This design comes from an exercise in tuning for small area on the open sky130 flow, not from production work. RTL that was checked went through simulation tests only; none was proved equivalent to the original. Function not checked in runs 1 and 2: the RTL went through the layout flow alone. Power and IR drop assume default switching activity.

## flow/design.v (module list and top-level ports; edited modules follow where they fit)
// module cmplx_mixer8: 586 lines
// module cmplx_mixer16: 1327 lines
// module summComplex: 41 lines
// module memForFFT: 45 lines
// module multComplexE: 127 lines
// module interconnect_two_sFFT_to_mFFT: 157 lines
// module myFFT: 489 lines
// module myFFT16: 30 lines
module myFFT16 (
    input         i_clk,
    input         i_reset,
    input         i_valid,
    input  [15:0] i_data_in_i,
    input  [15:0] i_data_in_q,
    output [17:0] o_data_out_i,
    output [17:0] o_data_out_q,
    output        o_complete,
    output [2:0]  o_stateFFT,
    input         i_flag_ready_recive,
    output        o_flag_wayt_data
);
  // ...
==> flow/run.sh <==
#!/bin/bash
# synth_recipe.tcl (not shown) runs the flow's synth.tcl, then flattens the netlist and writes it again
# the make line also repeats each setting of config.mk as NAME=value (left out here)
make -C /OpenROAD-flow-scripts/flow DESIGN_CONFIG=/design/flow/config.mk WORK_HOME=/design/flow/orfs CLKGATE_MAP_FILE= SYNTH_SCRIPT=/design/flow/synth_recipe.tcl finish
==> flow/config.mk <==
export PLATFORM = sky130hd
export DESIGN_NAME = myFFT16
export DESIGN_NICKNAME = myFFT16
export VERILOG_FILES = /design/flow/design.v
export SDC_FILE = /design/flow/constraint.sdc
export NUM_CORES = 4
export LEC_CHECK = 0
export CAP_MARGIN = 20
export CORE_MARGIN = 2
export CORE_UTILIZATION = 55
export CTS_BUF_LIST = sky130_fd_sc_hd__clkbuf_4
export SLEW_MARGIN = 20
==> flow/constraint.sdc <==
create_clock -name core_clock -period 10.0 [get_ports {i_clk}]
set_input_delay 2.0000 -clock core_clock [delete_from_list [all_inputs] [get_ports {i_clk}]]
set_output_delay 2.0000 -clock core_clock [all_outputs]
set_load 0.01 [all_outputs]
==> impl_results.md, run 1 <==
- Port Buffer Count: 76
- Largest family of logic cells by synthesized area: adder cells
- Worst Path Buf+Inv: 4
- Std-Cell Rows: 195
- DRT met1 WL: 151000 µm
- Non-clock buffer count: 254
- Synth top cells by count: 2673 x edfxtp_1, 1552 x inv_1, 1061 x fa_1, 510 x nor2_1, 489 x mux2i_1
- CP cell instances: and2_1 > xnor2_4 > buf_4 > mux2i_1 > buf_4 > xnor2_1 > and2_1 > fa_1 > inv_1 > fa_1 > inv_1 > fa_1 > fa_1 > fa_1 > ha_1 > a211oi_1 > nand2_1 > a21oi_1 > o21a_1 > o211a_1 > o311a_1 > or4b_1 > o211ai_1
- Synth unique cells: 93
- Hold Crit Depth: 0
- Clock buffers: 1182
- Fin util: 60.9%
- Die Area: 288000 µm²
- Die height: 537 µm
- Mapped cell area: 156000 µm²
- Hold Path Class: reg -> reg
- Yosys reg bits: 3081
- Power share of the clock group: 41.8%
- M2 GR Usage: 40.8%
- R2R depth: 23
- Psw: 0.00570 W
- Core box area: 282000 µm²
- Top sig layer: met5
- Synth async-reset ratio: 0%
- Simple-Gate Fraction of Synth Area: 3.85%
- GR Layer Usage met3: 3.92%
- Combinational Power Share: 4.0%
- Die W: 537 µm
- Ports: 77
- Worst hold slack: 0.310 ns
- Largest net degree at the start of global routing: 87
- Nets: 12900
- Post-Synthesis Cells: 10600
- Synth Area per Inst: 14.7 µm²
- Register area share after synthesis: 56.7%
- Final setup fails: 0
- Status: no timing/DRC/antenna violations
- Post-synthesis compound-gate area fraction: 3.86%
- Routed wire per std cell: 22.3 µm
- RSZ-0062 raised after global routing: no
- Final WS setup: 1.46 ns
==> inputs of run 2 (changes only) <==
--- a/flow/config.mk
+++ b/flow/config.mk
@@ -9,4 +9,6 @@
 export CORE_MARGIN = 2
 export CORE_UTILIZATION = 55
-export CTS_BUF_LIST = sky130_fd_sc_hd__clkbuf_4
+export CTS_BUF_LIST = sky130_fd_sc_hd__clkbuf_16
+export CTS_CLUSTER_DIAMETER = 100
+export CTS_CLUSTER_SIZE = 30
 export SLEW_MARGIN = 20
==> impl_results.md, run 2 <==
- CP endpoint kind: flip-flop (unchanged)
- # resized after CTS: 0 (unchanged)
- Post-DRT Antenna Nets: 0 (unchanged)
- DP Area: 162000 µm² (unchanged)
- Die W: 537 µm (unchanged)
- Nets: 12200 (was 12900)
- CTS tree: done (unchanged)
- DRC errors left: 0 (unchanged)
- Total clock sinks: 3081 (unchanged)
- Count leader, synth: edfxtp_1 (unchanged)
- CTS Buf Count: 137 (was 771)
- Mapped cell area: 156000 µm² (unchanged)
- Worst skew pair latency: 0.86 ns (was 1.55 ns)
- Top cell type's share of synthesized area: 51.4% (unchanged)
- Total track usage: 24.1% (was 24.7%)
- Crit Path Max Fanout: 21 (unchanged)
- Prevailing post-synth register cell: edfxtp_1 (unchanged)
- Most frequent cells in the layout: 2673 x edfxtp_1, 1616 x inv_1, 1061 x fa_1 (was 2673 x edfxtp_1, 1552 x inv_1, 1182 x clkbuf_4)
- CTS Buffer Depth: 4 (unchanged)
- CTS Hold Buffers Added: 0 (unchanged)
- Combinational Power Share: 4.7% (was 4.0%)
- Psw: 0.00468 W (was 0.00570 W)
- Vias in the first global route: 83900 (was 89900)
- Iter 0 DRT Violations: 6301 (was 5939)
- Final hold viol count: 0 (unchanged)
- Worst VDD drop: 147 µV (was 109 µV)
- Yosys reg bits: 3081 (unchanged)
- Tot Pwr: 0.0218 W (was 0.0258 W)
- Top cells by area, synth: edfxtp_1 51%, fa_1 14%, dfxtp_1 5.2% (unchanged)
- Fmax achieved: 116 MHz (was 117 MHz)
- Slew headroom: 16.3% (was 17.3%)
- Area growth from synthesis to layout: 6.34% (was 10.2%)
- Number of max-slew violations in the final report: 0 (unchanged)
- Largest net degree at the start of global routing: 87 (unchanged)
- Flop pwr share: 64.2% (was 54.2%)
- WL final: 341000 µm (was 349000 µm)
- Min Tclk post-route: 8.59 ns (was 8.54 ns)
- Int Pwr: 0.0171 W (was 0.0201 W)
- CP Launch Type: flip-flop (unchanged)
- Share of cells above drive strength 1: 11.3% (was 19.3%)
- Core box area: 282000 µm² (unchanged)
- Power share of the clock group: 31.1% (was 41.8%)
- H-tree level count: 4 (was 6)
- Die height: 537 µm (unchanged)
- Post-synth EDFFs: 2673 (unchanged)
- Worst slack, placed: 0.792 ns (unchanged)
- RSZ-0062 raised after global routing: no (unchanged)
- Status: no timing/DRC/antenna violations (unchanged)
- Synth top cells by count: 2673 x edfxtp_1, 1552 x inv_1, 1061 x fa_1, 510 x nor2_1, 489 x mux2i_1 (unchanged)
- Max cap viols: 0 (unchanged)
- Pwr Density: 131 nW/µm² (was 150 nW/µm²)
- Synth async-reset ratio: 0% (unchanged)
- Root buffer cell: clkbuf_16 (was clkbuf_4)
- Routed vias: 80200 (was 84600)
- Die Area: 288000 µm² (unchanged)
- Measured slew at the worst slew-check pin: 1.22 ns (was 1.21 ns)
- Req. time, crit path: 10.69 ns (was 11.25 ns)
- Syn. warnings: 21 (unchanged)
- Post-Synthesis Cells: 10600 (unchanged)
- Routed wire per std cell: 23.6 µm (was 22.3 µm)
- Register area share after synthesis: 56.7% (unchanged)
- HPWL after DPL: 243000 µm (unchanged)
- CP arrival: 9.28 ns (was 9.79 ns)
- Area leader, netlist: edfxtp_1 (unchanged)
- Vias per cell: 5.53 (was 5.40)
- Setup tns final: 0 ns (unchanged)
- Port Buffer Count: 76 (unchanged)
- Commonest non-fill, non-tap cell in the layout: edfxtp_1 (unchanged)
- Synth unique cells: 93 (unchanged)
- Initial antenna violation count: 3 (was 4)
- Setup Skew: 0.0481 ns (was 0.189 ns)
- Design Area, Final: 166000 µm² (was 172000 µm²)
- Std-Cell Rows: 195 (unchanged)
- RD Place Congestion: 0.938 (unchanged)
- Sw Share: 21.5% (was 22.1%)
- GRT Residual Overflow: 0 (unchanged)
- Starting density of the core: 55.3% (unchanged)
- Clock transition at path regs: 0.10 ns (was 0.06 ns)
- Leakage power: 63.2 nW (was 67.0 nW)
- Tcrit/Tclk final: 85.9% (was 85.4%)
- Post-CTS setup buffer count: 0 (unchanged)
- Hold Path Class: reg -> reg (unchanged)
- DRT Pass-1 Iters: 6 (unchanged)
- Synth Area per Inst: 14.7 µm² (unchanged)
- Syn nets: 12200 (unchanged)
- Ports: 77 (unchanged)
- First-pass GRT wire length: 523000 µm (was 538000 µm)
- CP Class: reg -> reg (unchanged)
- Final WS setup: 1.41 ns (was 1.46 ns)
- Final setup fails: 0 (unchanged)
## run 2: cell types whose count changed in the layout (fill, tap and decap cells not counted), moves of 11 or more
cell / change
bufinv_16: -11
clkbuf_4: -1182
clkbuf_16: +140
inv_1: +64
clkinv_2: -17
clkinv_1: -149
## run 2: area by class of cell
type / instances / area [µm²]
clock buffers: 140 / 3500
clock inverters: 104 / 805
well taps: 3743 / 4680
repair buffers: 253 / 2080
inverters: 1558 / 5850
flip-flops and latches: 3081 / 88500
multi-input cells: 5614 / 60500
fillers: 22000 / 116000
diodes: 2 / 5.00
## run 2: layer usage
| metal | routed length (µm) | up-vias | part of all wire (%) | GRT usage, % |
|---|---|---|---|---|
| li1 | - | 36800 | - | - |
| met1 | 151000 | 41500 | 44 | 34.1 |
| met2 | 168000 | 1552 | 49 | 40.4 |
| met3 | 13700 | 349 | 4.0 | 2.52 |
| met4 | 8800 | 0 | 2.6 | 5.62 |
| met5 | 0 | - | 0 | 0 |
## run 2: path summary, 6_finish.rpt
check	to	slack, ns	depth (start not counted)
setup reg to reg	flip-flop	1.41	23
hold reg to reg	flip-flop	0.38	0
hold / removal	flip-flop	0.38	0
setup / recovery	flip-flop	1.41	23
## run 2: cells by family (layout without fill, tap and decap cells)
logic type               count (synthesis)  in the layout  share of synthesized area, %
buffers and inverters                 1947           2055                          4.71
AND/OR/NAND/NOR                       1324           1324                          3.85
other                                    1              3                       0.00240
flip-flops                            3081           3081                          56.7
adder cells (fa/ha/maj)               1543           1543                          17.5
multiplexers                          1209           1209                          10.5
AO/OA/AOI/OAI                         1011           1011                          3.86
XOR/XNOR                               526            526                          2.96
## run 2: worst max-delay path, stage by stage (launching register included)
cell      delay, ns
edfxtp_1       0.39
and2_1         0.51
xnor2_4        0.87
buf_4          0.45
mux2i_1        0.12
buf_4          0.19
xnor2_1        0.82
and2_1         0.31
fa_1           0.18
inv_1          0.05
fa_1           0.49
inv_1          0.06
fa_1           0.38
fa_1           0.44
fa_1           0.50
ha_1           0.34
a211oi_1       0.24
nand2_1        0.09
a21oi_1        0.51
o21a_1         0.24
o211a_1        0.37
o311a_1        0.30
or4b_1         0.46
o211ai_1       0.10
## run 2: power groups by stage
stage / registers (W) / logic, W / clock network (W)
2_1_floorplan: 0.0142 / 0.000676 / 0
3_3_place_gp: 0.0143 / 0.00101 / 0
3_5_place_dp: 0.0143 / 0.00104 / 0
4_1_cts: 0.0140 / 0.00105 / 0.00700
5_1_grt: 0.0140 / 0.00117 / 0.00739
6_report: 0.0140 / 0.00103 / 0.00676
## run 2: stage by stage
step / util, % / std cells / hold WS [ns]
floorplan: - / 10600 / 0.383
global placement: 57.2 / 14200 / 0.386
detailed placement: 57.2 / 14200 / 0.389
CTS: 58.8 / 14500 / 0.380
global route: 58.8 / 14500 / 0.395
finish: 58.8 / 14500 / 0.381
==> module memForFFT, before the edit <==
module memForFFT #(parameter DATA_FFT_SIZE = 16,
                   parameter SIZE_BITS_ADDRES = 4  ,
                   parameter ONE_OUT = 0  )
    (
    i_clk,
    i_writeEn,
    i_readEn,
    i_sel,
    i_addr,
    i_addr_r,
    i_inData,
    o_outData,
    i_writeEn2,
    i_readEn2,
    i_addr2,
    i_addr_r2,
    i_inData2,
    o_outData2
    );
    input i_clk;
    input i_writeEn;
    input i_readEn;
    input i_sel;
    input [SIZE_BITS_ADDRES-1:0] i_addr;
    input [SIZE_BITS_ADDRES-1:0] i_addr_r;
    input [DATA_FFT_SIZE-1:0] i_inData;
    output reg [DATA_FFT_SIZE-1:0] o_outData;
    input i_writeEn2;
    input i_readEn2;
    input [SIZE_BITS_ADDRES-1:0] i_addr2;
    input [SIZE_BITS_ADDRES-1:0] i_addr_r2;
    input [DATA_FFT_SIZE-1:0] i_inData2;
    output reg [DATA_FFT_SIZE-1:0] o_outData2;
    reg [DATA_FFT_SIZE-1:0] data [2**SIZE_BITS_ADDRES-1:0];
    reg [DATA_FFT_SIZE-1:1] data2 [2**SIZE_BITS_ADDRES-1:0];
    wire [DATA_FFT_SIZE-1:0] rd2 = {data2[i_addr_r], data[i_addr_r][0]};
    wire [DATA_FFT_SIZE-1:0] rd2_r2 = {data2[i_addr_r2], data[i_addr_r2][0]};
    always @(posedge i_clk)
    begin
        if(i_readEn)  o_outData <= (ONE_OUT && i_sel) ? rd2 : data[i_addr_r]; 
        if(i_writeEn) data[i_addr] <= i_inData; 
        if(i_readEn2 && !ONE_OUT)  o_outData2 <= rd2_r2; 
        if(i_writeEn2) data2[i_addr2] <= i_inData2[DATA_FFT_SIZE-1:1]; 
    end
endmodule
==> module interconnect_two_sFFT_to_mFFT, before the edit <==
module interconnect_two_sFFT_to_mFFT #(parameter SIZE_BUFFER = 1, 
                                       parameter SIZE_OUT_DATA_S_FFT = 16,
                                       parameter SIZE_OUT_DATA = 16,
                                       parameter TYPE = "forvard", 
                                       parameter COMPENS_FP = "false",  
                                       parameter FAST = "slow", 
                                       parameter USE_ROUND = 1, 
                                       parameter USE_DSP = 1, 
                                       parameter PARAPEL_THIS_FFT = 1)
    (
        i_clk,
        i_reset,
        i_data_from_secondFFT_chet_i,
        i_data_from_secondFFT_chet_q,
        i_data_from_secondFFT_Nchet_i,
        i_data_from_secondFFT_Nchet_q,
        i_flag_complete_chet,
        i_flag_complete_Nchet,
        o_resiveFromChet,
        o_resiveFromNChet,
        i_mutDone,
        o_out_summ_0__NFFT_2_i,
        o_out_summ_0__NFFT_2_q,
        o_out_summ_NFFT_2__NFFT_i,
        o_out_summ_NFFT_2__NFFT_q,
        o_counterMultData2,
        o_dataComplete
    );
    localparam NFFT = 1 << SIZE_BUFFER;
    input i_clk;
    input i_reset;
    input [SIZE_OUT_DATA_S_FFT-1:0] i_data_from_secondFFT_chet_i;
    input [SIZE_OUT_DATA_S_FFT-1:0] i_data_from_secondFFT_chet_q;
    input [SIZE_OUT_DATA_S_FFT-1:0] i_data_from_secondFFT_Nchet_i;
    input [SIZE_OUT_DATA_S_FFT-1:0] i_data_from_secondFFT_Nchet_q;
    input i_flag_complete_chet;
    input i_flag_complete_Nchet;
    output o_resiveFromChet;
    output reg o_resiveFromNChet;
    input i_mutDone;
    output [SIZE_OUT_DATA-1:0] o_out_summ_0__NFFT_2_i;
    output [SIZE_OUT_DATA-1:0] o_out_summ_0__NFFT_2_q;
    output [SIZE_OUT_DATA-1:0] o_out_summ_NFFT_2__NFFT_i;
    output [SIZE_OUT_DATA-1:0] o_out_summ_NFFT_2__NFFT_q;
    output reg [SIZE_BUFFER-1:0] o_counterMultData2;
    output o_dataComplete;
    reg enMult;
    reg [SIZE_OUT_DATA_S_FFT-1:0] multData_i;
    reg [SIZE_OUT_DATA_S_FFT-1:0] multData_q;
    reg [SIZE_BUFFER-2:0] phi_r;    
    wire [15:0] phi = {{(17-SIZE_BUFFER){1'b0}}, phi_r};
    wire [SIZE_OUT_DATA-1:0] res_m_phi_i;
    wire [SIZE_OUT_DATA-1:0] res_m_phi_q;
    wire [SIZE_OUT_DATA-1:0] res_p_phi_i;
    wire [SIZE_OUT_DATA-1:0] res_p_phi_q;
    multComplexE #(.SIZE_DATA_FI(SIZE_BUFFER) , .DATA_FFT_SIZE(SIZE_OUT_DATA_S_FFT), .FAST(FAST), .TYPE(TYPE), .COMPENS_FP(COMPENS_FP), .USE_ROUND(USE_ROUND), .USE_DSP(USE_DSP))
    _multComplexE
        (
        .i_clk(i_clk),
        .i_reset(i_reset),
        .i_en(enMult),
        .i_in_data_i(multData_i),
        .i_in_data_q(multData_q),
        .i_fi_deg(phi),
        .o_out_data_minus_i(res_m_phi_i),
        .o_out_data_minus_q(res_m_phi_q),
        .o_out_data_plus_i(res_p_phi_i),
        .o_out_data_plus_q(res_p_phi_q),
        .o_outValid(o_dataComplete)
        );
    reg [SIZE_OUT_DATA-1:0] d1_res_m_phi_i;
    reg [SIZE_OUT_DATA-1:0] d1_res_m_phi_q;
    reg [SIZE_OUT_DATA-1:0] d1_res_p_phi_i;
    reg [SIZE_OUT_DATA-1:0] d1_res_p_phi_q;
    always @(posedge i_clk)
    begin
        d1_res_m_phi_i <= res_m_phi_i;
        d1_res_m_phi_q <= res_m_phi_q;
        d1_res_p_phi_i <= res_p_phi_i;
        d1_res_p_phi_q <= res_p_phi_q;
    end
    wire [SIZE_OUT_DATA-1:0] w_data_summ_chet_i;
    wire [SIZE_OUT_DATA-1:0] w_data_summ_chet_q;
    if((COMPENS_FP == "add") && (SIZE_OUT_DATA > SIZE_OUT_DATA_S_FFT))
    begin
        assign w_data_summ_chet_i[SIZE_OUT_DATA-1:1] = i_data_from_secondFFT_chet_i[SIZE_OUT_DATA_S_FFT-1:0];
        assign w_data_summ_chet_q[SIZE_OUT_DATA-1:1] = i_data_from_secondFFT_chet_q[SIZE_OUT_DATA_S_FFT-1:0];
        assign w_data_summ_chet_i[0] = 0;
        assign w_data_summ_chet_q[0] = 0;
    end
    else
    begin
        assign w_data_summ_chet_i = i_data_from_secondFFT_chet_i;
        assign w_data_summ_chet_q = i_data_from_secondFFT_chet_q;
    end
    summComplex #(.DATA_FFT_SIZE(SIZE_OUT_DATA))
    _summ0__NFFT_2(
        .i_clk(i_clk),
        .i_en( 1'b1),
        .i_data_in0_i(w_data_summ_chet_i),
        .i_data_in0_q(w_data_summ_chet_q),
        .i_data_in1_i(res_m_phi_i),
        .i_data_in1_q(res_m_phi_q),
        .o_data_out0_i(o_out_summ_0__NFFT_2_i),
        .o_data_out0_q(o_out_summ_0__NFFT_2_q)
    );
    summComplex #(.DATA_FFT_SIZE(SIZE_OUT_DATA), .SUB(1))
    _summNFFT_2__NFFT(
        .i_clk(i_clk),
        .i_en( 1'b1),
        .i_data_in0_i(w_data_summ_chet_i),
        .i_data_in0_q(w_data_summ_chet_q),
        .i_data_in1_i(res_m_phi_i),    
        .i_data_in1_q(res_m_phi_q),
        .o_data_out0_i(o_out_summ_NFFT_2__NFFT_i),
        .o_data_out0_q(o_out_summ_NFFT_2__NFFT_q)
    );
    reg old_flag_complete_chet;
    reg old_flag_complete_Nchet;
    reg d1_enMult;
    assign o_resiveFromChet = o_dataComplete | (!i_flag_complete_chet);
    always @(posedge i_clk) 
    begin : summFFT
        if(i_reset)
        begin
            o_resiveFromNChet <= 1'b1;
            enMult <= 1'b0;
            o_counterMultData2 <= 0;
            phi_r <= 0;
            d1_enMult <= 1'b0;
            old_flag_complete_chet <= 1'b0;
            old_flag_complete_Nchet <= 1'b0;
        end
        else
        begin
            d1_enMult <= enMult;
            old_flag_complete_chet <= i_flag_complete_chet;
            if(old_flag_complete_Nchet) phi_r <= phi_r + 1'b1;
            else    phi_r <= 0;
            old_flag_complete_Nchet <= i_flag_complete_Nchet;
            if(i_flag_complete_Nchet | old_flag_complete_Nchet)
            begin
                multData_i <= i_data_from_secondFFT_Nchet_i;
                multData_q <= i_data_from_secondFFT_Nchet_q;
                enMult <= 1'b1;
            end
            else if(o_counterMultData2 == (NFFT/2-1)) enMult <= 1'b0;
            if(i_mutDone)         o_counterMultData2 <= 0;
            else
            begin
                if( o_dataComplete)
                    o_counterMultData2 <= o_counterMultData2 + 1;
                else    o_counterMultData2 <= 0;
            end
        end
    end
endmodule
==> module myFFT, before the edit <==
module myFFT
    #(parameter SIZE_BUFFER = 1, 
      parameter DATA_FFT_SIZE = 16,
      parameter FAST = "slow", 
      parameter TYPE = "forvard", 
      parameter COMPENS_FP = "false",  
      parameter MIN_FFT_x4 = 1,   
      parameter USE_ROUND = 1, 
      parameter USE_DSP = 1, 
      parameter PARAREL_FFT = 9'b111111111  
    )
    (
        i_clk,
        i_reset,
        i_valid,
        i_data_in_i,
        i_data_in_q,
        o_data_out_i,
        o_data_out_q,
        o_complete,
        o_stateFFT,
        i_flag_ready_recive, 
        o_flag_wayt_data 
    );
    localparam NFFT = 1 << SIZE_BUFFER;
    localparam SIZE_OUT_DATA        = COMPENS_FP == "add" ? (DATA_FFT_SIZE + (SIZE_BUFFER > 2 ? SIZE_BUFFER - 2 : 0)) : DATA_FFT_SIZE;
    localparam SIZE_OUT_DATA_S_FFT  = COMPENS_FP == "add" ? (DATA_FFT_SIZE + (SIZE_BUFFER > 2 ? SIZE_BUFFER - 3 : 0)) : DATA_FFT_SIZE;
    localparam PARAREL_THIS_FFT = PARAREL_FFT[SIZE_BUFFER];
    input i_clk;
    input i_reset;
    input i_valid; 
    input [DATA_FFT_SIZE-1:0] i_data_in_i;
    input [DATA_FFT_SIZE-1:0] i_data_in_q;
    output   [SIZE_OUT_DATA-1:0] o_data_out_i;
    output   [SIZE_OUT_DATA-1:0] o_data_out_q;
    output reg o_complete;
    output [2:0] o_stateFFT;
    input i_flag_ready_recive;
    output   o_flag_wayt_data;
    reg [SIZE_BUFFER:0] counterReciveDataFFT;
    reg [SIZE_BUFFER:0] counterSendData;
    reg [2:0] state;
    assign o_stateFFT = state;
    localparam stateWaytData = 3'b000;
    localparam stateWriteData = 3'b001;
    localparam stateWaytFFT = 3'b010;
    localparam stateSummFFT = 4'b100;
    localparam stateComplete = 4'b111;
    genvar i;
    generate
    if((MIN_FFT_x4==1) && (NFFT == 4))  
    begin
        always @(posedge i_clk) 
        begin : FMS_FFT
            if(i_reset)   state <= stateWaytData;
            else
            begin
                case(state)
                stateWaytData : if((counterReciveDataFFT == 3) & i_valid)  state <= stateSummFFT;
                stateSummFFT:   state <= stateComplete;
                stateComplete : if((counterSendData == 3) & i_flag_ready_recive)   state <= stateWaytData; 
                endcase
            end
        end
        reg [DATA_FFT_SIZE-1:0] s_i [3:0];
        reg [DATA_FFT_SIZE-1:0] s_q [3:0];
        reg [1:0] nL;    
        function [DATA_FFT_SIZE-1:0] rca;
            input [DATA_FFT_SIZE-1:0] a;
            input [DATA_FFT_SIZE-1:0] b;
            input neg;
            integer t;
            reg c;
            reg bb;
            begin
                c = neg;
                for (t = 0; t < DATA_FFT_SIZE; t = t + 1)
                begin
                    bb = b[t] ^ neg;
                    rca[t] = a[t] ^ bb ^ c;
                    c = (a[t] & bb) | (a[t] & c) | (bb & c);
                end
            end
        endfunction
        wire [1:0] n = counterReciveDataFFT[1:0];
        wire [DATA_FFT_SIZE-1:0] base_i = n[0] ? s_i[1] : s_i[0];
        wire [DATA_FFT_SIZE-1:0] base_q = n[0] ? s_q[1] : s_q[0];
        wire [DATA_FFT_SIZE-1:0] bp_i = rca(base_i, i_data_in_i, 1'b0);
        wire [DATA_FFT_SIZE-1:0] bp_q = rca(base_q, i_data_in_q, 1'b0);
        wire [DATA_FFT_SIZE-1:0] bm_i = rca(base_i, i_data_in_i, 1'b1);
        wire [DATA_FFT_SIZE-1:0] bm_q = rca(base_q, i_data_in_q, 1'b1);
        always @(posedge i_clk) 
        begin : reciveDataFFT
            if(i_reset)   counterReciveDataFFT <= 0;
            else
            begin
                if(counterReciveDataFFT < NFFT)
                begin
                    if(i_valid == 1'b1) 
                    begin
                        counterReciveDataFFT <= counterReciveDataFFT + 1;
                    end
                end
                else counterReciveDataFFT <= 0;
            end
        end
        always @(posedge i_clk)
        begin : butterflies
            if(!counterReciveDataFFT[2] & i_valid & !i_reset)
            begin
                nL <= n;
                case (n)
                2'd0: begin s_i[0] <= i_data_in_i; s_q[0] <= i_data_in_q; end
                2'd1: begin s_i[1] <= i_data_in_i; s_q[1] <= i_data_in_q; end
                2'd2: begin s_i[0] <= bp_i; s_q[0] <= bp_q; s_i[2] <= bm_i; s_q[2] <= bm_q; end
                default: begin s_i[1] <= bp_i; s_q[1] <= bp_q; s_i[3] <= bm_i; s_q[3] <= bm_q; end
                endcase
            end
        end
        wire [1:0] rm = counterSendData[1:0];
        wire use_q = (nL != 2'd0);
        wire [DATA_FFT_SIZE-1:0] p_i = (rm[0] & nL[1]) ? s_i[2] : s_i[0];
        wire [DATA_FFT_SIZE-1:0] p_q = (rm[0] & nL[1]) ? s_q[2] : s_q[0];
        wire [DATA_FFT_SIZE-1:0] q_i = {DATA_FFT_SIZE{use_q}} & ((rm[0] & (nL == 2'd3)) ? s_i[3] : s_i[1]);
        wire [DATA_FFT_SIZE-1:0] q_q = {DATA_FFT_SIZE{use_q}} & ((rm[0] & (nL == 2'd3)) ? s_q[3] : s_q[1]);
        wire [DATA_FFT_SIZE-1:0] x_i = rca(p_i, rm[0] ? q_q : q_i, (rm == 2'd2) | (rm == 2'd3));
        wire [DATA_FFT_SIZE-1:0] x_q = rca(p_q, rm[0] ? q_i : q_q, (rm == 2'd2) | (rm == 2'd1));
        reg [DATA_FFT_SIZE-1:0] reg_data_out_i;
        reg [DATA_FFT_SIZE-1:0] reg_data_out_q;
        assign o_data_out_i = reg_data_out_i;
        assign o_data_out_q = reg_data_out_q;
        always @(posedge i_clk) 
        begin : sendDataFFT
            if(i_reset) counterSendData <= 0;
            else if(state == stateComplete)
            begin
                if((counterSendData < NFFT) & i_flag_ready_recive)
                begin : FLAG_RECIVE_FFT
                    counterSendData <= counterSendData + 1;
                    reg_data_out_i <= x_i;
                    reg_data_out_q <= x_q;
                end
            end
            else counterSendData <= 0;
        end
        reg reg_flag_wayt_data;
        assign o_flag_wayt_data = reg_flag_wayt_data;
        always @ (posedge i_clk)
        begin : flagReciveFFT
            if(i_reset)                                             reg_flag_wayt_data <= 1'b1;
            else if((counterReciveDataFFT == 3) & i_valid)          reg_flag_wayt_data <= 1'b0;
            else if((counterSendData == 3) & i_flag_ready_recive)   reg_flag_wayt_data <= 1'b1;
        end
        always @(posedge i_clk) 
        begin : flagComplete
            if(i_reset)                 o_complete <= 1'b0;
            else if(state == stateComplete)  o_complete <= 1'b1;
            else                        o_complete <= 1'b0;
        end
    end
    else
    begin
        wire [SIZE_OUT_DATA_S_FFT-1:0] data_from_secondFFT_chet_i;
        wire [SIZE_OUT_DATA_S_FFT-1:0] data_from_secondFFT_chet_q;
        wire [SIZE_OUT_DATA_S_FFT-1:0] data_from_secondFFT_Nchet_i;
        wire [SIZE_OUT_DATA_S_FFT-1:0] data_from_secondFFT_Nchet_q;
        wire flag_complete_chet;
        wire flag_complete_Nchet;
        reg _data_summ_out_mas_i_r_writeEn_c;
        reg [SIZE_BUFFER-2:0] _data_summ_out_mas_i_r_addr_c ;
        reg [SIZE_BUFFER-2:0] _data_summ_out_mas_i_r_addr_r_c ;
        reg [SIZE_OUT_DATA-1:0] _data_summ_out_mas_i_r_writeData_c;
        wire [SIZE_OUT_DATA-1:0] _data_summ_out_mas_i_r_readData_c;
        reg _data_summ_out_mas_i_r_writeEn_Nc;
        reg [SIZE_BUFFER-2:0] _data_summ_out_mas_i_r_addr_Nc ;
        reg [SIZE_BUFFER-2:0] _data_summ_out_mas_i_r_addr_r_Nc ;
        reg [SIZE_OUT_DATA-1:0] _data_summ_out_mas_i_r_writeData_Nc;
        wire [SIZE_OUT_DATA-1:0] _data_summ_out_mas_i_r_readData_Nc;
        localparam ONE_OUT = (NFFT < 16);
        wire sel_next;
        memForFFT #(.DATA_FFT_SIZE(SIZE_OUT_DATA), .SIZE_BITS_ADDRES(SIZE_BUFFER-1), .ONE_OUT(ONE_OUT))
        data_summ_out_mas_i_r
        (
            .i_clk(i_clk),
            .i_writeEn(_data_summ_out_mas_i_r_writeEn_c),
            .i_readEn(i_flag_ready_recive),
            .i_sel(sel_next),
            .i_addr(_data_summ_out_mas_i_r_addr_c),
            .i_addr_r(_data_summ_out_mas_i_r_addr_r_c),
            .i_inData(_data_summ_out_mas_i_r_writeData_c),
            .o_outData(_data_summ_out_mas_i_r_readData_c),
            .i_writeEn2(_data_summ_out_mas_i_r_writeEn_Nc),
            .i_readEn2(i_flag_ready_recive),
            .i_addr2(_data_summ_out_mas_i_r_addr_Nc),
            .i_addr_r2(_data_summ_out_mas_i_r_addr_r_Nc),
            .i_inData2(_data_summ_out_mas_i_r_writeData_Nc),
            .o_outData2(_data_summ_out_mas_i_r_readData_Nc)
        );
        reg _data_summ_out_mas_q_r_writeEn_c;
        reg [SIZE_BUFFER-2:0] _data_summ_out_mas_q_r_addr_c;
        reg [SIZE_BUFFER-2:0] _data_summ_out_mas_q_r_addr_r_c;
        reg [SIZE_OUT_DATA-1:0] _data_summ_out_mas_q_r_writeData_c;
        wire [SIZE_OUT_DATA-1:0] _data_summ_out_mas_q_r_readData_c;
        reg _data_summ_out_mas_q_r_writeEn_Nc;
        reg [SIZE_BUFFER-2:0] _data_summ_out_mas_q_r_addr_Nc;
        reg [SIZE_BUFFER-2:0] _data_summ_out_mas_q_r_addr_r_Nc;
        reg [SIZE_OUT_DATA-1:0] _data_summ_out_mas_q_r_writeData_Nc;
        wire [SIZE_OUT_DATA-1:0] _data_summ_out_mas_q_r_readData_Nc;
        memForFFT #(.DATA_FFT_SIZE(SIZE_OUT_DATA), .SIZE_BITS_ADDRES(SIZE_BUFFER-1), .ONE_OUT(ONE_OUT))
        data_summ_out_mas_q_r
        (
            .i_clk(i_clk),
            .i_writeEn(_data_summ_out_mas_q_r_writeEn_c),
            .i_readEn(i_flag_ready_recive),
            .i_sel(sel_next),
            .i_addr(_data_summ_out_mas_q_r_addr_c),
            .i_addr_r(_data_summ_out_mas_q_r_addr_r_c),
            .i_inData(_data_summ_out_mas_q_r_writeData_c),
            .o_outData(_data_summ_out_mas_q_r_readData_c),
            .i_writeEn2(_data_summ_out_mas_q_r_writeEn_Nc),
            .i_readEn2(i_flag_ready_recive),
            .i_addr2(_data_summ_out_mas_q_r_addr_Nc),
            .i_addr_r2(_data_summ_out_mas_q_r_addr_r_Nc),
            .i_inData2(_data_summ_out_mas_q_r_writeData_Nc),
            .o_outData2(_data_summ_out_mas_q_r_readData_Nc)
        );
        reg valid_data_chet;
        reg valid_data_Nchet;
        wire [2:0] stateFFTChet;
        wire [2:0] stateFFTNChet;
        reg [SIZE_BUFFER-1:0] counterMultData;
        wire [SIZE_BUFFER-1:0] counterMultData2;
        reg mutDone;
        wire resiveFromChet;
        wire resiveFromNChet;
        wire flag_wayt_data_chet;
        wire flag_wayt_data_Nchet;
        if(PARAREL_THIS_FFT)
        begin
            myFFT #(.SIZE_BUFFER(SIZE_BUFFER-1),.DATA_FFT_SIZE(DATA_FFT_SIZE), .FAST(FAST), .TYPE(TYPE),
                    .COMPENS_FP(COMPENS_FP), .MIN_FFT_x4(MIN_FFT_x4), .USE_ROUND(USE_ROUND), .USE_DSP(USE_DSP),
                    .PARAREL_FFT(PARAREL_FFT))
            dataChetn(
                .i_clk(i_clk),
                .i_reset(i_reset),
                .i_valid( (counterReciveDataFFT[0] == 1'b0) & (  1) & i_valid),
                .i_data_in_i(i_data_in_i),
                .i_data_in_q(i_data_in_q),
                .o_data_out_i(data_from_secondFFT_chet_i),
                .o_data_out_q(data_from_secondFFT_chet_q),
                .o_complete(flag_complete_chet),
                .o_stateFFT(stateFFTChet),
                .i_flag_ready_recive(resiveFromChet), 
                .o_flag_wayt_data(flag_wayt_data_chet) 
            );
            myFFT #(.SIZE_BUFFER(SIZE_BUFFER-1),.DATA_FFT_SIZE(DATA_FFT_SIZE), .FAST(FAST), .TYPE(TYPE),
                    .COMPENS_FP(COMPENS_FP), .MIN_FFT_x4(MIN_FFT_x4), .USE_ROUND(USE_ROUND), .USE_DSP(USE_DSP),
                    .PARAREL_FFT(PARAREL_FFT))
            dataNChetn(
                .i_clk(i_clk),
                .i_reset(i_reset),
                .i_valid( (counterReciveDataFFT[0] == 1'b1) & (  1)  & i_valid),
                .i_data_in_i(i_data_in_i),
                .i_data_in_q(i_data_in_q),
                .o_data_out_i(data_from_secondFFT_Nchet_i),
                .o_data_out_q(data_from_secondFFT_Nchet_q),
                .o_complete(flag_complete_Nchet),
                .o_stateFFT(stateFFTNChet),
                .i_flag_ready_recive(resiveFromNChet), 
                .o_flag_wayt_data(flag_wayt_data_Nchet) 
            );
        end
        reg reg_flag_wayt_data;
        assign o_flag_wayt_data = reg_flag_wayt_data;
        if(NFFT == 8)
        begin
            always @(posedge i_clk) 
            begin : flagWaytData
                if(i_reset)                  reg_flag_wayt_data <= 1'b1;
                else if(state == stateComplete)   reg_flag_wayt_data <= 1'b1;
                else if((counterReciveDataFFT == NFFT)  ) reg_flag_wayt_data <= 1'b0;
            end
        end
        else
        begin
            always @(posedge i_clk) 
            begin : flagWaytData
                if(i_reset)                              reg_flag_wayt_data <= 1'b1;
                else if((counterMultData2 ==  1) )   reg_flag_wayt_data <= 1'b1; 
                else if((counterReciveDataFFT == (NFFT-1)) & i_valid  ) reg_flag_wayt_data <= 1'b0;
            end
        end
        reg completeDoneChet;
        reg completeDoneNChet;
        wire stateToComplete = (counterMultData == (1)) | mutDone;
        always @(posedge i_clk) 
        begin : FMS_FFT
            if(i_reset)   state <= stateWaytData;
            else
            begin
                case(state)
                stateWaytData:  if(counterReciveDataFFT == NFFT)    state <= stateWaytFFT;  else if(stateToComplete)   state <= stateComplete;
                stateWaytFFT:   if(completeDoneChet & completeDoneNChet)   state <= stateWriteData; else if(stateToComplete)   state <= stateComplete;
                stateWriteData: if({flag_complete_chet, flag_complete_Nchet} == 2'b00)  state <= stateSummFFT ; else if(stateToComplete)   state <= stateComplete;
                stateSummFFT:   if(stateToComplete)     state <= stateComplete;
                stateComplete:  if((counterSendData == (NFFT-2)) & i_flag_ready_recive)   state <= stateWaytData;
                endcase
            end
        end
        always @(posedge i_clk)
        begin : waitCompleteSecondFFT
            if(i_reset)
            begin
                completeDoneChet <= 1'b0;
                completeDoneNChet <= 1'b0;
            end
            else
            begin
                if(state == stateSummFFT)
                begin
                    completeDoneChet <= 1'b0;
                    completeDoneNChet <= 1'b0;
                end
                else
                begin
                    if(flag_complete_chet)
                        completeDoneChet <= 1'b1;
                    if(flag_complete_Nchet)
                        completeDoneNChet <= 1'b1;
                end
            end
        end
            wire [SIZE_OUT_DATA-1:0] out_summ_0__NFFT_2_i;
            wire [SIZE_OUT_DATA-1:0] out_summ_0__NFFT_2_q;
            wire [SIZE_OUT_DATA-1:0] out_summ_NFFT_2__NFFT_i;
            wire [SIZE_OUT_DATA-1:0] out_summ_NFFT_2__NFFT_q;
            wire interconnect_dataComplete;
            interconnect_two_sFFT_to_mFFT #(   .SIZE_BUFFER(SIZE_BUFFER), 
                                               .SIZE_OUT_DATA_S_FFT(SIZE_OUT_DATA_S_FFT),
                                               .SIZE_OUT_DATA(SIZE_OUT_DATA),
                                               .TYPE(TYPE), 
                                               .COMPENS_FP(COMPENS_FP),  
                                               .FAST(FAST), 
                                               .USE_ROUND(USE_ROUND), 
                                               .USE_DSP(USE_DSP), 
                                               .PARAPEL_THIS_FFT(PARAREL_THIS_FFT))
            _interconnect_two_sFFT_to_mFFT(
                .i_clk(i_clk),
                .i_reset(i_reset),
                .i_data_from_secondFFT_chet_i(data_from_secondFFT_chet_i),
                .i_data_from_secondFFT_chet_q(data_from_secondFFT_chet_q),
                .i_data_from_secondFFT_Nchet_i(data_from_secondFFT_Nchet_i),
                .i_data_from_secondFFT_Nchet_q(data_from_secondFFT_Nchet_q),
                .i_flag_complete_chet(flag_complete_chet),
                .i_flag_complete_Nchet(flag_complete_Nchet),
                .o_resiveFromChet(resiveFromChet),
                .o_resiveFromNChet(resiveFromNChet),
                .i_mutDone(mutDone),
                .o_out_summ_0__NFFT_2_i(out_summ_0__NFFT_2_i),
                .o_out_summ_0__NFFT_2_q(out_summ_0__NFFT_2_q),
                .o_out_summ_NFFT_2__NFFT_i(out_summ_NFFT_2__NFFT_i),
                .o_out_summ_NFFT_2__NFFT_q(out_summ_NFFT_2__NFFT_q),
                .o_counterMultData2(counterMultData2),
                .o_dataComplete(interconnect_dataComplete)
            );
            always @(posedge i_clk) 
            begin : bufferingSummFFT
                if(mutDone | i_reset)
                begin
                    mutDone <= 1'b0;
                    counterMultData <= 0;
                    _data_summ_out_mas_i_r_writeEn_c <= 1'b0;
                    _data_summ_out_mas_i_r_writeEn_Nc <= 1'b0;
                    _data_summ_out_mas_q_r_writeEn_c <= 1'b0;
                    _data_summ_out_mas_q_r_writeEn_Nc <= 1'b0;
                end
                else if(interconnect_dataComplete == 0)
                begin
                    mutDone <= 1'b0;
                    counterMultData <= 0;
                    _data_summ_out_mas_i_r_writeEn_c <= 1'b0;
                    _data_summ_out_mas_i_r_writeEn_Nc <= 1'b0;
                    _data_summ_out_mas_q_r_writeEn_c <= 1'b0;
                    _data_summ_out_mas_q_r_writeEn_Nc <= 1'b0;
                end
                else
                begin
                    if(counterMultData2 > counterMultData)
                    begin
                        counterMultData <= counterMultData + 1;
                        if(counterMultData < NFFT/2)
                        begin
                        _data_summ_out_mas_i_r_addr_c <= counterMultData[SIZE_BUFFER-2:0];
                        _data_summ_out_mas_i_r_writeData_c <= out_summ_0__NFFT_2_i;
                        _data_summ_out_mas_i_r_writeEn_c <= 1'b1;
                        _data_summ_out_mas_q_r_addr_c <= counterMultData[SIZE_BUFFER-2:0];
                        _data_summ_out_mas_q_r_writeData_c <= out_summ_0__NFFT_2_q;
                        _data_summ_out_mas_q_r_writeEn_c <= 1'b1;
                        _data_summ_out_mas_i_r_addr_Nc <= counterMultData[SIZE_BUFFER-2:0];
                        _data_summ_out_mas_i_r_writeData_Nc <= out_summ_NFFT_2__NFFT_i;
                        _data_summ_out_mas_i_r_writeEn_Nc <= 1'b1;
                        _data_summ_out_mas_q_r_addr_Nc <= counterMultData[SIZE_BUFFER-2:0];
                        _data_summ_out_mas_q_r_writeData_Nc <= out_summ_NFFT_2__NFFT_q;
                        _data_summ_out_mas_q_r_writeEn_Nc <= 1'b1;
                        end
                    end
                    else
                    begin
                        _data_summ_out_mas_i_r_writeEn_c <= 1'b0;
                        _data_summ_out_mas_i_r_writeEn_Nc <= 1'b0;
                        _data_summ_out_mas_q_r_writeEn_c <= 1'b0;
                        _data_summ_out_mas_q_r_writeEn_Nc <= 1'b0;
                    end
                end
                if(counterMultData2 == NFFT/2)  mutDone <= 1'b1;
            end
        always @ (posedge i_clk) 
        begin : reciveFFT
            if(i_reset)
            begin
                counterReciveDataFFT <= 1'b0;
            end
            else
            begin
                if (( flag_wayt_data_Nchet) == 1'b0) counterReciveDataFFT <= 0;
                else if(counterReciveDataFFT < NFFT)
                begin
                    if(i_valid & o_flag_wayt_data) 
                    begin
                        counterReciveDataFFT <= counterReciveDataFFT + 1;
                    end
                end
            end
        end
        reg [SIZE_BUFFER:0] counterSendData2;
        reg flagTimerWrite; 
        wire [SIZE_BUFFER:0] counterSendData_inc = counterSendData + 1'b1;
        assign sel_next = i_reset ? 1'b0 :
                          (state == stateComplete) ? (i_flag_ready_recive & (counterSendData < NFFT) & flagTimerWrite ? counterSendData_inc[SIZE_BUFFER-1] : counterSendData[SIZE_BUFFER-1]) :
                          (i_flag_ready_recive ? 1'b0 : counterSendData[SIZE_BUFFER-1]);
        assign o_data_out_i = ONE_OUT ? _data_summ_out_mas_i_r_readData_c : counterSendData[SIZE_BUFFER-1] ? _data_summ_out_mas_i_r_readData_Nc : _data_summ_out_mas_i_r_readData_c;
        assign o_data_out_q = ONE_OUT ? _data_summ_out_mas_q_r_readData_c : counterSendData[SIZE_BUFFER-1] ? _data_summ_out_mas_q_r_readData_Nc : _data_summ_out_mas_q_r_readData_c;
        always @(posedge i_clk) 
        begin : sendDataFFT
            if(i_reset)
            begin
                counterSendData2 <= 1;
                counterSendData <= 0;
                _data_summ_out_mas_i_r_addr_r_c <= 0;
                _data_summ_out_mas_i_r_addr_r_Nc <= 0;
                _data_summ_out_mas_q_r_addr_r_c <= 0;
                _data_summ_out_mas_q_r_addr_r_Nc <= 0;
                flagTimerWrite <= 1'b0;
            end
            else if((state == stateComplete)  & i_flag_ready_recive)
            begin
                if(counterSendData < NFFT)
                begin
                    flagTimerWrite <= 1'b1;
                    if(counterSendData2 < NFFT) counterSendData2 <= counterSendData2 + 1;
                    if(flagTimerWrite)  counterSendData <= counterSendData + 1;
                    _data_summ_out_mas_i_r_addr_r_c <= counterSendData2[SIZE_BUFFER-2:0];
                    _data_summ_out_mas_i_r_addr_r_Nc <= counterSendData2[SIZE_BUFFER-2:0];
                    _data_summ_out_mas_q_r_addr_r_c <= counterSendData2[SIZE_BUFFER-2:0];
                    _data_summ_out_mas_q_r_addr_r_Nc <= counterSendData2[SIZE_BUFFER-2:0];
                end
            end
            else if(state != stateComplete) begin
                counterSendData2 <= 1;
                if(i_flag_ready_recive)   counterSendData <= 0;
                _data_summ_out_mas_i_r_addr_r_c <= 0;
                _data_summ_out_mas_i_r_addr_r_Nc <= 0;
                _data_summ_out_mas_q_r_addr_r_c <= 0;
                _data_summ_out_mas_q_r_addr_r_Nc <= 0;
                flagTimerWrite <= 1'b0;
            end
            else
            begin
            end
        end
        always @(posedge i_clk) 
        begin : flagComplete
            if(i_reset)                 o_complete <= 1'b0;
            else if(state == stateComplete   )  o_complete <= 1'b1;
            else                        o_complete <= 1'b0;
        end
    end
    endgenerate
endmodule
==> inputs of run 3 (changes only) <==
--- a/flow/design.v
+++ b/flow/design.v
@@ -1989,13 +1989,11 @@
     output reg [DATA_FFT_SIZE-1:0] o_outData2;
     reg [DATA_FFT_SIZE-1:0] data [2**SIZE_BITS_ADDRES-1:0];
-    reg [DATA_FFT_SIZE-1:1] data2 [2**SIZE_BITS_ADDRES-1:0];
-    wire [DATA_FFT_SIZE-1:0] rd2 = {data2[i_addr_r], data[i_addr_r][0]};
-    wire [DATA_FFT_SIZE-1:0] rd2_r2 = {data2[i_addr_r2], data[i_addr_r2][0]};
+    reg [DATA_FFT_SIZE-1:0] data2 [2**SIZE_BITS_ADDRES-1:0];
     always @(posedge i_clk)
     begin
-        if(i_readEn)  o_outData <= (ONE_OUT && i_sel) ? rd2 : data[i_addr_r]; 
+        if(i_readEn)  o_outData <= (ONE_OUT && i_sel) ? data2[i_addr_r] : data[i_addr_r]; 
         if(i_writeEn) data[i_addr] <= i_inData; 
-        if(i_readEn2 && !ONE_OUT)  o_outData2 <= rd2_r2; 
-        if(i_writeEn2) data2[i_addr2] <= i_inData2[DATA_FFT_SIZE-1:1]; 
+        if(i_readEn2 && !ONE_OUT)  o_outData2 <= data2[i_addr_r2]; 
+        if(i_writeEn2) data2[i_addr2] <= i_inData2; 
     end
 endmodule
@@ -2178,6 +2176,5 @@
     reg [SIZE_OUT_DATA_S_FFT-1:0] multData_i;
     reg [SIZE_OUT_DATA_S_FFT-1:0] multData_q;
-    reg [SIZE_BUFFER-2:0] phi_r;    
-    wire [15:0] phi = {{(17-SIZE_BUFFER){1'b0}}, phi_r};
+    reg [15:0] phi;    
     wire [SIZE_OUT_DATA-1:0] res_m_phi_i;
     wire [SIZE_OUT_DATA-1:0] res_m_phi_q;
@@ -2257,5 +2254,5 @@
             enMult <= 1'b0;
             o_counterMultData2 <= 0;
-            phi_r <= 0;
+            phi <= 0;
             d1_enMult <= 1'b0;
             old_flag_complete_chet <= 1'b0;
@@ -2266,6 +2263,6 @@
             d1_enMult <= enMult;
             old_flag_complete_chet <= i_flag_complete_chet;
-            if(old_flag_complete_Nchet) phi_r <= phi_r + 1'b1;
-            else    phi_r <= 0;
+            if(old_flag_complete_Nchet) phi <= phi + 1;
+            else    phi <= 0;
             old_flag_complete_Nchet <= i_flag_complete_Nchet;
             if(i_flag_complete_Nchet | old_flag_complete_Nchet)
@@ -2339,4 +2336,6 @@
     if((MIN_FFT_x4==1) && (NFFT == 4))  
     begin
+        reg [DATA_FFT_SIZE-1:0] data_out_mas_i [3:0];
+        reg [DATA_FFT_SIZE-1:0] data_out_mas_q [3:0];
         always @(posedge i_clk) 
         begin : FMS_FFT
@@ -2351,7 +2350,21 @@
             end
         end
-        reg [DATA_FFT_SIZE-1:0] s_i [3:0];
-        reg [DATA_FFT_SIZE-1:0] s_q [3:0];
-        reg [1:0] nL;    
+        localparam numm_1 = TYPE=="forvard" ? 1 : TYPE=="invers" ? 3 : 1;
+        localparam numm_3 = TYPE=="forvard" ? 3 : TYPE=="invers" ? 1 : 3;
+        wire first = (counterReciveDataFFT[1:0] == 2'd0);
+        wire [1:0] n = counterReciveDataFFT[1:0];
+        wire [1:0] n_inv = (TYPE=="invers") ? -n : n;    
+        function [DATA_FFT_SIZE:0] rot_op;    
+            input [1:0] rot;
+            input is_q;
+            begin
+                case (rot)
+                2'd0: rot_op = {1'b0, is_q ? i_data_in_q : i_data_in_i};
+                2'd1: rot_op = {is_q, is_q ? i_data_in_i : i_data_in_q};
+                2'd2: rot_op = {1'b1, is_q ? i_data_in_q : i_data_in_i};
+                default: rot_op = {~is_q, is_q ? i_data_in_i : i_data_in_q};
+                endcase
+            end
+        endfunction
         function [DATA_FFT_SIZE-1:0] rca;
             input [DATA_FFT_SIZE-1:0] a;
@@ -2371,13 +2384,18 @@
             end
         endfunction
-        wire [1:0] n = counterReciveDataFFT[1:0];
-        wire [DATA_FFT_SIZE-1:0] base_i = n[0] ? s_i[1] : s_i[0];
-        wire [DATA_FFT_SIZE-1:0] base_q = n[0] ? s_q[1] : s_q[0];
-        wire [DATA_FFT_SIZE-1:0] bp_i = rca(base_i, i_data_in_i, 1'b0);
-        wire [DATA_FFT_SIZE-1:0] bp_q = rca(base_q, i_data_in_q, 1'b0);
-        wire [DATA_FFT_SIZE-1:0] bm_i = rca(base_i, i_data_in_i, 1'b1);
-        wire [DATA_FFT_SIZE-1:0] bm_q = rca(base_q, i_data_in_q, 1'b1);
+        reg [DATA_FFT_SIZE:0] op_i [3:0];
+        reg [DATA_FFT_SIZE:0] op_q [3:0];
+        integer m;
+        always @(*)
+        begin
+            for (m = 0; m < 4; m = m + 1)
+            begin
+                op_i[m] = rot_op(m[1:0] * n_inv, 1'b0);
+                op_q[m] = rot_op(m[1:0] * n_inv, 1'b1);
+            end
+        end
         always @(posedge i_clk) 
         begin : reciveDataFFT
+            integer mm;
             if(i_reset)   counterReciveDataFFT <= 0;
             else
@@ -2388,4 +2406,9 @@
                     begin
                         counterReciveDataFFT <= counterReciveDataFFT + 1;
+                        for (mm = 0; mm < 4; mm = mm + 1)
+                        begin
+                            data_out_mas_i[mm] <= rca(first ? {DATA_FFT_SIZE{1'b0}} : data_out_mas_i[mm], op_i[mm][DATA_FFT_SIZE-1:0], op_i[mm][DATA_FFT_SIZE]);
+                            data_out_mas_q[mm] <= rca(first ? {DATA_FFT_SIZE{1'b0}} : data_out_mas_q[mm], op_q[mm][DATA_FFT_SIZE-1:0], op_q[mm][DATA_FFT_SIZE]);
+                        end
                     end
                 end
@@ -2393,25 +2416,4 @@
             end
         end
-        always @(posedge i_clk)
-        begin : butterflies
-            if(!counterReciveDataFFT[2] & i_valid & !i_reset)
-            begin
-                nL <= n;
-                case (n)
-                2'd0: begin s_i[0] <= i_data_in_i; s_q[0] <= i_data_in_q; end
-                2'd1: begin s_i[1] <= i_data_in_i; s_q[1] <= i_data_in_q; end
-                2'd2: begin s_i[0] <= bp_i; s_q[0] <= bp_q; s_i[2] <= bm_i; s_q[2] <= bm_q; end
-                default: begin s_i[1] <= bp_i; s_q[1] <= bp_q; s_i[3] <= bm_i; s_q[3] <= bm_q; end
-                endcase
-            end
-        end
-        wire [1:0] rm = counterSendData[1:0];
-        wire use_q = (nL != 2'd0);
-        wire [DATA_FFT_SIZE-1:0] p_i = (rm[0] & nL[1]) ? s_i[2] : s_i[0];
-        wire [DATA_FFT_SIZE-1:0] p_q = (rm[0] & nL[1]) ? s_q[2] : s_q[0];
-        wire [DATA_FFT_SIZE-1:0] q_i = {DATA_FFT_SIZE{use_q}} & ((rm[0] & (nL == 2'd3)) ? s_i[3] : s_i[1]);
-        wire [DATA_FFT_SIZE-1:0] q_q = {DATA_FFT_SIZE{use_q}} & ((rm[0] & (nL == 2'd3)) ? s_q[3] : s_q[1]);
-        wire [DATA_FFT_SIZE-1:0] x_i = rca(p_i, rm[0] ? q_q : q_i, (rm == 2'd2) | (rm == 2'd3));
-        wire [DATA_FFT_SIZE-1:0] x_q = rca(p_q, rm[0] ? q_i : q_q, (rm == 2'd2) | (rm == 2'd1));
         reg [DATA_FFT_SIZE-1:0] reg_data_out_i;
         reg [DATA_FFT_SIZE-1:0] reg_data_out_q;
@@ -2426,6 +2428,6 @@
                 begin : FLAG_RECIVE_FFT
                     counterSendData <= counterSendData + 1;
-                    reg_data_out_i <= x_i;
-                    reg_data_out_q <= x_q;
+                    reg_data_out_i <= data_out_mas_i[counterSendData];
+                    reg_data_out_q <= data_out_mas_q[counterSendData];
                 end
             end
--- a/flow/config.mk
+++ b/flow/config.mk
@@ -8,7 +8,4 @@
 export CAP_MARGIN = 20
 export CORE_MARGIN = 2
-export CORE_UTILIZATION = 55
-export CTS_BUF_LIST = sky130_fd_sc_hd__clkbuf_16
-export CTS_CLUSTER_DIAMETER = 100
-export CTS_CLUSTER_SIZE = 30
+export CORE_UTILIZATION = 40
 export SLEW_MARGIN = 20
==> impl_results.md, run 3 <==
- Top cells by area, synth: edfxtp_1 50%, fa_1 15%, dfxtp_1 5.1% (was edfxtp_1 51%, fa_1 14%, dfxtp_1 5.2%)
- CP endpoint kind: flip-flop (unchanged)
- First-pass GRT wire length: 564000 µm (was 523000 µm)
- Worst VDD drop: 146 µV (was 147 µV)
- Vias in the first global route: 91000 (was 83900)
- Worst Path Buf+Inv: 3 (was 4)
- Prevailing post-synth register cell: edfxtp_1 (unchanged)
- Routed vias: 85400 (was 80200)
- Worst hold slack: 0.390 ns (was 0.381 ns)
- DRT Pass-1 Iters: 7 (was 6)
- Die W: 636 µm (was 537 µm)
- Post-synth EDFFs: 2665 (was 2673)
- Final WS setup: 1.22 ns (was 1.41 ns)
- CP Launch Type: input port (was flip-flop)
- Final std cells w/o fill: 16900 (was 14500)
- Simple-Gate Fraction of Synth Area: 5.42% (was 3.85%)
- Starting density of the core: 40.1% (was 55.3%)
- Measured slew at the worst slew-check pin: 1.14 ns (was 1.22 ns)
- Share of cells above drive strength 1: 11.6% (was 11.3%)
- Count leader, synth: edfxtp_1 (unchanged)
- CP Class: in -> reg (was reg -> reg)
- Post-CTS setup buffer count: 0 (unchanged)
- Delay of the slowest cell on the worst path: 0.53 ns (was 0.87 ns)
- Routed wire per std cell: 21.6 µm (was 23.6 µm)
- Hold Crit Depth: 0 (unchanged)
- Post-Synthesis Cells: 11200 (was 10600)
- Ports: 77 (unchanged)
- WL final: 366000 µm (was 341000 µm)
- Synth unique cells: 93 (unchanged)
- Iter 0 DRT Violations: 7082 (was 6301)
- Most frequent cells in the layout: 2665 x edfxtp_1, 1674 x inv_1, 1173 x fa_1 (was 2673 x edfxtp_1, 1616 x inv_1, 1061 x fa_1)
- Initial antenna violation count: 10 (was 3)
- GRT Residual Overflow: 0 (unchanged)
- Register area share after synthesis: 55.1% (was 56.7%)
- Syn. warnings: 23 (was 21)
- RSZ-0062 raised after global routing: no (unchanged)
- Commonest non-fill, non-tap cell in the layout: edfxtp_1 (unchanged)
- Synth top cells by count: 2665 x edfxtp_1, 1674 x inv_1, 1173 x fa_1, 598 x nor2_1, 576 x xnor2_1 (was 2673 x edfxtp_1, 1552 x inv_1, 1061 x fa_1, 510 x nor2_1, 489 x mux2i_1)
- Design Area, Final: 179000 µm² (was 166000 µm²)
- Pwr Density: 157 nW/µm² (was 131 nW/µm²)
- Final setup fails: 0 (unchanged)
- Std-Cell Rows: 232 (was 195)
- Post-DRT Antenna Nets: 0 (unchanged)
- Nets: 13100 (was 12200)
- Crit Path Max Fanout: 19 (was 21)
- R2R depth: 20 (was 23)
- Vias per cell: 5.04 (was 5.53)
- Hold Path Class: reg -> reg (unchanged)
- Synth async-reset ratio: 0% (unchanged)
- H-tree level count: 5 (was 4)
- CTS Buf Count: 318 (was 137)
- R2R Setup Slk: 1.32 ns (was 1.41 ns)
- Synth Area per Inst: 14.3 µm² (was 14.7 µm²)
- Port Buffer Count: 76 (unchanged)
- Largest family of logic cells by synthesized area: adder cells (unchanged)
- CTS Buffer Depth: 4 (unchanged)
- Root buffer cell: clkbuf_16 (unchanged)
- Synth Area in XOR/XNOR: 4.44% (was 2.96%)
- DP Area: 168000 µm² (was 162000 µm²)
- Max cap viols: 0 (unchanged)
- Status: no timing/DRC/antenna violations (unchanged)
- Min Tclk post-route: 8.78 ns (was 8.59 ns)
- Syn nets: 12900 (was 12200)
- Setup Skew: 0.0668 ns (was 0.0481 ns)
- Total track usage: 18.1% (was 24.1%)
- Clock transition at path regs: 0.06 ns (was 0.10 ns)
- Area leader, netlist: edfxtp_1 (unchanged)
- HPWL after DPL: 251000 µm (was 243000 µm)
- # resized after CTS: 0 (unchanged)
- Largest net degree at the start of global routing: 84 (was 87)
- Yosys reg bits: 3070 (was 3081)
- Post-synthesis compound-gate area fraction: 3.92% (was 3.86%)
- Slowest CP cell: clkdlybuf4s50_1 (was xnor2_4)
- CP most frequent cell: fa_1 (unchanged)
- Tcrit/Tclk final: 87.8% (was 85.9%)
- CP arrival: 9.42 ns (was 9.28 ns)
- CTS tree: done (unchanged)
- DRC errors left: 0 (unchanged)
- Die Area: 405000 µm² (was 288000 µm²)
- Mapped cell area: 160000 µm² (was 156000 µm²)
- Area growth from synthesis to layout: 11.6% (was 6.34%)
- CP cell instances: clkdlybuf4s50_1 > buf_12 > inv_1 > mux2i_1 > xnor2_1 > fa_1 > fa_1 > fa_1 > fa_1 > fa_1 > fa_1 > fa_1 > fa_1 > fa_1 > fa_1 > fa_1 > fa_1 > fa_1 > fa_1 > xnor2_1 > xnor2_1 > xnor2_1 (was and2_1 > xnor2_4 > buf_4 > mux2i_1 > buf_4 > xnor2_1 > and2_1 > fa_1 > inv_1 > fa_1 > inv_1 > fa_1 > fa_1 > fa_1 > ha_1 > a211oi_1 > nand2_1 > a21oi_1 > o21a_1 > o211a_1 > o311a_1 > or4b_1 > o211ai_1)
- Worst skew pair latency: 0.92 ns (was 0.86 ns)
- Number of max-slew violations in the final report: 0 (unchanged)
- Leakage power: 67.2 nW (was 63.2 nW)
- Final hold viol count: 0 (unchanged)
- CTS Hold Buffers Added: 0 (unchanged)
- Fmax achieved: 114 MHz (was 116 MHz)
- Worst slack, placed: 0.365 ns (was 0.792 ns)
- Total clock sinks: 3070 (was 3081)
- Placed cell count: 16300 (was 14200)
- Top cell type's share of synthesized area: 50.0% (was 51.4%)
- Adder-Cell Fraction of Synth Area: 18.4% (was 17.5%)
- Die height: 636 µm (was 537 µm)
- Mux share of post-synthesis cell area: 7.71% (was 10.5%)
- Slew headroom: 23.7% (was 16.3%)
- RD Place Congestion: 0.884 (was 0.938)
- Core box area: 399000 µm² (was 282000 µm²)
- Req. time, crit path: 10.63 ns (was 10.69 ns)
- Crit path max-delay family: adder cells (unchanged)
## run 3: cell types whose count changed after synthesis, moves of 104 or more
cell / before / now
nand2b_1: 76 / 423
inv_1: 1552 / 1674
fa_1: 1061 / 1173
a222oi_1: 0 / 128
mux2i_1: 489 / 385
xnor2_1: 270 / 576
o21ai_0: 285 / 148
mux2_2: 421 / 194
a21oi_1: 381 / 258
## run 3: power by group
part           internal (W)  switching (W)
combinational      0.000702        0.00106
clock               0.00718        0.00503
sequential           0.0141      0.0000791
total                0.0219        0.00617
## run 3: layout make-up
| class | count | area [µm²] |
|---|---|---|
| Clock inverter | 159 | 1940 |
| Multi-Input combinational cell | 6008 | 64100 |
| Inverter | 1681 | 6310 |
| Antenna cell | 1 | 2.50 |
| Clock buffer | 430 | 8960 |
| Fill cell | 35200 | 220000 |
| Timing Repair Buffer | 312 | 2500 |
| Tap cell | 5265 | 6590 |
| Sequential cell | 3070 | 88200 |
## run 3: kinds of logic after synthesis
logic type               after synthesis
adder cells (fa/ha/maj)             1647
XOR/XNOR                             811
multiplexers                         859
other                                  1
AND/OR/NAND/NOR                     1782
flip-flops                          3070
AO/OA/AOI/OAI                        908
buffers and inverters               2140
## run 3: worst max-delay path by stage
stage	end	cells after the start	startpoint	slack, ns
floorplan	flip-flop	4	i_reset	-2.14
global placement	flip-flop	22	i_data_in_q[1]	0.50
detailed placement	flip-flop	22	i_data_in_q[1]	0.37
CTS	flip-flop	20	flip-flop	1.30
global route	flip-flop	22	flip-flop	0.99
finish	flip-flop	22	i_data_in_q[1]	1.22
## run 3: per-stage QoR
stage | power, W | TNS (ns) | util [%]
2_1_floorplan | 0.0157 | -547.96 | -
6_report | 0.0281 | 0 | 44.8
3_3_place_gp | 0.0161 | 0 | 42.0
5_1_grt | 0.0291 | 0 | 44.8
3_5_place_dp | 0.0162 | 0 | 42.0
4_1_cts | 0.0284 | 0 | 44.8
## run 3: per-layer routing
| layer | GRT usage, % | wire (µm) | part of all wire (%) | up-vias |
|---|---|---|---|---|
| met5 | 0 | 11 | 0.0030 | - |
| met1 | 24.7 | 159000 | 44 | 44000 |
| met2 | 30.5 | 180000 | 49 | 2113 |
| met3 | 2.18 | 17200 | 4.7 | 515 |
| met4 | 4.85 | 9900 | 2.7 | 2 |
| li1 | - | - | - | 38800 |

static timing again, ports no longer ideal:
How much do the figures lean on ideal ports? The routed layouts below were timed once more, with nothing changed but the port constraints. Step 1 assumes that a clkbuf_16 drives the clock port and a buf_2 every other input. Step 2 adds t to the input delays and takes it off the output delays; t is the mean of the earliest and latest rising clock arrival at the registers after step 1. Input paths then give back, and output paths get back, about the clock's delay inside the block. Slacks: ideal ports / drivers / drivers and shift; pairs: ideal ports / drivers.
run	shift t [ns]	setup WS [ns]	worst slew at a driven data input, ns
run 1	1.543	1.456 / 1.456 / 0.758	0.17
run 2	0.935	1.410 / 1.410 / 0.808	0.16
run 3	0.995	1.217 / 1.295 / 0.300	0.16
After both steps every run listed still meets setup and hold. The setup slack of run 3, which loses most, moves by +0.078 ns with the drivers and by -0.917 ns with both steps.
